Context: an optimization exercise on an open-source flow, tuned for small area and a short achievable clock period. The choices shown serve that exercise and are no tape-out recipe. For this run, only the layout was checked, not whether the RTL still works. Power and IR drop assume default switching activity.

[flow/design.v]
module ip_stride #(parameter IP_TRACKER_COUNT = 8)
(
	input   logic 			clk,
	input   logic 			rst,
	input   logic   [63:0]  addr_i,
	input 	logic 	[63:0]	ip_i,
	output 	logic 	[63:0]	pref_addr1_o,
	output 	logic 	        pref_valid1_o,
	output 	logic 	[63:0]	pref_addr2_o,
	output 	logic 	        pref_valid2_o,
	output 	logic 	[63:0]	pref_addr3_o,
	output 	logic 	        pref_valid3_o
);
localparam N = IP_TRACKER_COUNT;
localparam CW = 58;
logic [63:0]   ip       [N];
logic [CW-1:0] last_cla [N];
logic [CW-1:0] pred     [N];
logic [N-1:0]  vld;
logic [N-1:0]  lru;
logic          pref_valid1, pref_valid2, pref_valid3;
logic [CW-1:0] cla;
assign cla = addr_i[63:6];
logic          ip_zero;
logic [N-1:0]  vmatch, match, sel, victim, wsel;
logic          hit, vhit;
assign ip_zero = (ip_i == 64'd0);
always_comb begin
	for (int i = 0; i < N; i++) begin
		vmatch[i] = vld[i] & (ip[i] == ip_i);
		match[i]  = vmatch[i] | (~vld[i] & ip_zero);
	end
end
assign hit  = |match;
assign vhit = |vmatch;
always_comb begin
	sel = '0;
	for (int i = 0; i < N; i++) begin
		sel[i] = match[i];
		for (int j = i + 1; j < N; j++)
			if (match[j]) sel[i] = 1'b0;
	end
end
always_comb begin
	victim = '0;
	for (int i = 0; i < N; i++) begin
		victim[i] = ~lru[i];
		for (int j = 0; j < i; j++)
			if (~lru[j]) victim[i] = 1'b0;
	end
end
logic [CW-1:0] rd_cla, rd_pred, lsel;
always_comb begin
	rd_cla  = '0;
	rd_pred = '0;
	for (int i = 0; i < N; i++) begin
		rd_cla  = rd_cla  | ({CW{vmatch[i]}} & last_cla[i]);
		rd_pred = rd_pred | ({CW{vmatch[i]}} & pred[i]);
	end
end
assign lsel = rd_cla | ({CW{~hit}} & cla);
logic [CW-1:0] nl, nl2, c2, c4;
assign nl  = ~lsel;
assign nl2 = {~lsel[CW-2:0], 1'b1};
assign c2  = {cla[CW-2:0], 1'b0};
assign c4  = {cla[CW-3:0], 2'b00};
logic [CW-1:0] s2, k2, s3, k3;
assign s2 = cla ^ c2 ^ nl2;
assign k2 = {(cla[CW-2:0] & c2[CW-2:0]) | (cla[CW-2:0] & nl2[CW-2:0]) | (c2[CW-2:0] & nl2[CW-2:0]), 1'b0};
assign s3 = c4 ^ nl ^ nl2;
assign k3 = {(c4[CW-2:0] & nl[CW-2:0]) | (c4[CW-2:0] & nl2[CW-2:0]) | (nl[CW-2:0] & nl2[CW-2:0]), 1'b1};
logic [CW-1:0] p1, p2, p3;
pfx_add #(.W(CW)) u_add1 (.a(c2), .b(nl), .cin(1'b1), .s(p1));
pfx_add #(.W(CW)) u_add2 (.a(s2), .b(k2), .cin(1'b1), .s(p2));
pfx_add #(.W(CW)) u_add3 (.a(s3), .b(k3), .cin(1'b1), .s(p3));
assign pref_addr1_o = {p1, 6'b000000};
assign pref_addr2_o = {p2, 6'b000000};
assign pref_addr3_o = {p3, 6'b000000};
assign pref_valid1_o = pref_valid1;
assign pref_valid2_o = pref_valid2;
assign pref_valid3_o = pref_valid3;
logic stride_nz, we, stride_match;
assign stride_nz    = (cla != lsel);
assign we           = ~hit | stride_nz;
assign wsel         = hit ? sel : victim;
assign stride_match = (cla == rd_pred);
logic [N-1:0] lru_set, lru_nxt;
assign lru_set = lru | wsel;
assign lru_nxt = (&lru_set) ? wsel : lru_set;
always_ff @(posedge clk) begin
	for (int i = 0; i < N; i++) begin
		if (we & wsel[i]) begin
			ip[i]       <= ip_i;
			last_cla[i] <= cla;
			pred[i]     <= p1;
		end
	end
end
always_ff @(posedge clk) begin
	if (rst) begin
		vld         <= '0;
		lru         <= '0;
		pref_valid1 <= 1'b0;
		pref_valid2 <= 1'b0;
		pref_valid3 <= 1'b0;
	end else if (we) begin
		vld <= vld | wsel;
		lru <= lru_nxt;
		if (hit) begin
			pref_valid1 <= stride_match & (p1[CW-1:6] == cla[CW-1:6]);
			pref_valid2 <= stride_match & (p2[CW-1:6] == cla[CW-1:6]);
			pref_valid3 <= stride_match & (p3[CW-1:6] == cla[CW-1:6]);
		end
	end
end
endmodule  
module pfx_add #(parameter W = 58)
(
	input  logic [W-1:0] a,
	input  logic [W-1:0] b,
	input  logic         cin,
	output logic [W-1:0] s
);
localparam LV = $clog2(W);
logic [W-1:0] g [LV+1];
logic [W-1:0] p [LV+1];
logic [W-1:0] hp;
always_comb begin
	hp = a ^ b;
	g[0] = a & b;
	p[0] = hp;
	g[0][0] = (a[0] & b[0]) | (hp[0] & cin);
	for (int l = 0; l < LV; l++) begin
		for (int i = 0; i < W; i++) begin
			if ((i >> l) & 1) begin
				g[l+1][i] = g[l][i] | (p[l][i] & g[l][((i >> l) << l) - 1]);
				p[l+1][i] = p[l][i] & p[l][((i >> l) << l) - 1];
			end else begin
				g[l+1][i] = g[l][i];
				p[l+1][i] = p[l][i];
			end
		end
	end
	s[0] = hp[0] ^ cin;
	for (int i = 1; i < W; i++)
		s[i] = hp[i] ^ g[LV][i-1];
end
endmodule
[flow/run.sh]
#!/bin/bash
# synth_recipe.tcl (not shown) runs the flow's synth.tcl, then flattens the netlist and writes it again
# the make line also repeats each setting of config.mk as NAME=value (left out here)
make -C /OpenROAD-flow-scripts/flow DESIGN_CONFIG=/design/flow/config.mk WORK_HOME=/design/flow/orfs CLKGATE_MAP_FILE= SYNTH_SCRIPT=/design/flow/synth_recipe.tcl finish
[flow/config.mk]
export PLATFORM = sky130hd
export DESIGN_NAME = ip_stride
export DESIGN_NICKNAME = ip_stride
export VERILOG_FILES = /design/flow/design.v
export SDC_FILE = /design/flow/constraint.sdc
export NUM_CORES = 4
export LEC_CHECK = 0
export CAP_MARGIN = 20
export CORE_MARGIN = 2
export CORE_UTILIZATION = 40
export SETUP_SLACK_MARGIN = 5
export SLEW_MARGIN = 20
[flow/constraint.sdc]
create_clock -name core_clock -period 20.0 [get_ports {clk}]
set_input_delay 4.0000 -clock core_clock [delete_from_list [all_inputs] [get_ports {clk}]]
set_output_delay 4.0000 -clock core_clock [all_outputs]
set_load 0.01 [all_outputs]
==> reports/qor.yml <==
global_route:
  grt_pass1_wl_um: 419000
  antenna_found_initial: 22
  gr-total-overflow: 0
  grt_max_degree: 95
  grt_pass1_vias: 54200
  track_usage_pct: 30.9
setup_path:
  crit_arrival_ns: 11.21
  critical_path_class: "input port to primary output"
  crit_required_ns: 16.00
  crit_slowest_cell: "or4_4"
  cp_num_buf_inv: 11
  max_stage_delay_ns: 0.54
  path_delay_family: "simple AND/OR/NAND/NOR gates"
  cp-start-kind: "input port"
  critPathMaxFanout: 11
  endpoint_kind: "primary output"
power_and_ir_drop:
  power_uw: 8390
  p_leak_uw: 0.0328
  ir_drop_uv: 84.5
  power-per-cell-area_nw_per_um2: 90.7
timing:
  rsz0062_at_grt: "true"
  fin_crit_ns: 15.21
  hold_violations: 0
  fin_crit_sh_pct: 76.1
  slew_headroom_pct: 16.6
  finalMaxSlewViolations: 0
  fin_setup_tns_ns: 0
  setup_viol: 0
  fmax_ghz: 0.0657
  worst_slew_pin_slew_ns: 1.24
  fin_skew_ns: 0.0682
final_layout:
  drive_above_1_share_pct: 18.0
  syn_to_final_growth_pct: 22.8
  post-route-cell-area_um2: 92500
  nNetsFinal: 7047
  mostFrequentLayoutCell: "edfxtp_1"
  final_cell_mix: "1440 x edfxtp_1, 518 x xnor2_1, 378 x buf_4"
floorplan:
  ioPinCount: 325
  num_rows: 159
  die_w_um: 438
  chipHeight_um: 438
  start_util_pct: 40.2
  fp.coreArea_um2: 187000
  die_area_um2: 192000
drt:
  dr.pass1.iters: 9
  wl_um: 305000
  final_antenna_net_count: 0
  wl_per_cell_um: 33.1
  avgViaCountPerCell: 6.13
  drc_errors: 0
  drt-initial-drc-count: 7790
  vias: 56500
worst_hold_path:
  hold_class: "register to register"
place:
  place_congestion: 0.989
  io_buffers: 300
  place_area_um2: 82000
  hpwlAfterDp_um: 203000
synth:
  synth_edf_count: 1440
  ys.flop_type: "edfxtp_1"
  syn_avg_cell_area_um2: 12.7
  netlist_area_um2: 75300
  ys_async_sr_fraction_pct: 0
  ys_seq_elements: 1459
  post_synth_num_cell_types: 117
  synth.yosys.seq_area_share_pct: 57.9
  synth_cells: 5939
  ys_warn_count: 7
flow_run:
  cap_viol_max_count: 0
cts:
  clock_sinks: 1459
  htreeDepth: 4
  cts_tree: "yes"
  clk-insertion-delay-late_ns: 0.85
  path_clk_slew_ns: 0.08
  root_buffer: "clkbuf_16"
  cts_buffers: 156
  cts_buffer_depth: 3
  hold_buffers: 0
status:
  outcome: "finished clean"
## what timing repair did
action / in CTS / in global routing
hold endpoints to repair: 0 / 0
setup buffers: 145 / 82
gates cloned: 21 / 5
resized for setup: 832 / 251
pin swaps: 82 / 87
endpoints found under the setup margin: 154 / 82
## path summary, 6_finish.rpt
| path | slack [ns] | endpoint | cells after the start | startpoint |
|---|---|---|---|---|
| worst max-delay path | 4.79 | pref_addr2_o[63] | 38 | ip_i[30] |
| worst min-delay path | 0.49 | lru[7] | 2 | lru[7] |
| worst max register to register | 8.40 | pref_valid2 | 38 | ip[7][39] |
| worst min register to register | 0.49 | lru[7] | 2 | lru[7] |
## cell usage after synthesis, drive strengths merged (10+ instances only)
master   instances  share of area (%)
o22ai           19               0.16
and2            47               0.39
clkbuf         164               0.82
a22oi           33               0.35
a221oi          47               0.55
dfxtp           19               0.51
a21o            71               0.71
nand2          236                1.2
edfxtp        1440                 57
a31oi           23               0.20
a21boi          11               0.12
xor2           193                2.3
nor3           145                1.0
o21bai          21               0.21
buf            162                1.3
ha             222                3.7
a2111oi         24               0.33
nand3          323                2.2
maj3            12               0.16
or4             29               0.30
o31ai           10               0.12
nor4           118                1.0
o21a            14               0.15
or3             12               0.10
nor2           188               0.95
a21oi          146               0.98
nor4b           10               0.16
fa              90                2.4
o211ai          10               0.10
a22o           134                1.6
nand2b         218                1.8
xnor2          556                6.5
or2             23               0.19
nand4          312                2.6
o2111ai         38               0.45
and3            47               0.39
and4            38               0.44
inv            275                1.4
o21ai          110               0.80
nor2b           95               0.79
a222oi          95                1.3
a211oi          16               0.17
## cells by family (layout without fill, tap and decap cells)
kind of cell	count (synthesis)	count (layout)	synth area share, %
mux	11	11	0.151
other cells	1	25	0.00498
simple gates	1876	1877	13.9
xor+xnor	758	758	9.02
fa+ha+maj	324	324	6.24
buf+inv	606	1379	3.52
flops	1459	1459	57.9
compound gates	904	904	9.28
## metal layers
metal | vias to the layer above | share of wire [%] | GRT usage [%] | wire, um
met5 | - | 0.031 | 0 | 94
met4 | 16 | 6.2 | 16.4 | 18900
met3 | 693 | 9.4 | 5.93 | 28700
met2 | 3277 | 46 | 48.9 | 140000
met1 | 28600 | 39 | 40.3 | 118000
li1 | 23900 | - | - | -
## worst reg2reg max path, delay by kind of cell (launching register included)
family	cells	cell delay, ns
adder cells (fa/ha/maj)	3	1.32
AND/OR/NAND/NOR	18	5.68
XOR/XNOR	3	1.41
buffers and inverters	6	0.75
AO/OA/AOI/OAI	8	1.92
flip-flops	1	0.45
## report_power, final
group | switching, uW | internal [uW]
clock | 1260 | 1570
sequential | 30.6 | 3510
combinational | 1220 | 796
total | 2510 | 5880
## per-stage QoR
step	hold WS, ns	setup slack [ns]	utilization, %	cells
final	0.488	4.79	49.4	9232
after global routing	0.519	4.57	49.4	9227
after CTS	0.478	4.78	48.4	9138
after detailed placement	0.465	1.40	43.8	8689
after global placement	0.457	1.41	43.8	8689
after floorplan	0.441	5.18	-	5956
## registers in the layout (all words and copies together), names as in the netlist
| register | count |
|---|---|
| last_cla | 464 |
| pref_valid1 | 1 |
| pref_valid3 | 1 |
| pref_valid2 | 1 |
| ip | 512 |
| pred | 464 |
| lru | 8 |
| vld | 8 |
## layout make-up
class,instances,area [um^2]
diodes,7,17.5
clock buffers,191,4140
clock inverters,92,808
fillers,16400,94900
inverters,280,1130
multi-input cells,3892,31200
flip-flops and latches,1459,43600
well taps,2495,3120
repair buffers,816,8510

separate check: timing with driven ports:
How much do the figures lean on ideal ports? The routed layout below was timed once more, with nothing changed but the port constraints.
Step 1 assumes that a clkbuf_16 drives the clock port and a buf_2 every other input.
Step 2 adds t to the input delays and takes it off the output delays; t is the mean of the earliest and latest rising clock arrival at the registers after step 1. Input paths then give back, and output paths get back, about the clock's delay inside the block.
Three values: ideal, step 1, step 2; two values: the first two.
t (ns): 0.901
slack for setup (ns): 4.790 / 4.758 / 4.564
hold slack, ns: 0.488 / 0.488 / 0.488
After both steps this run still meets setup and hold. For this run, drivers alone change the setup slack by -0.032 ns; drivers and shift together by -0.226 ns.
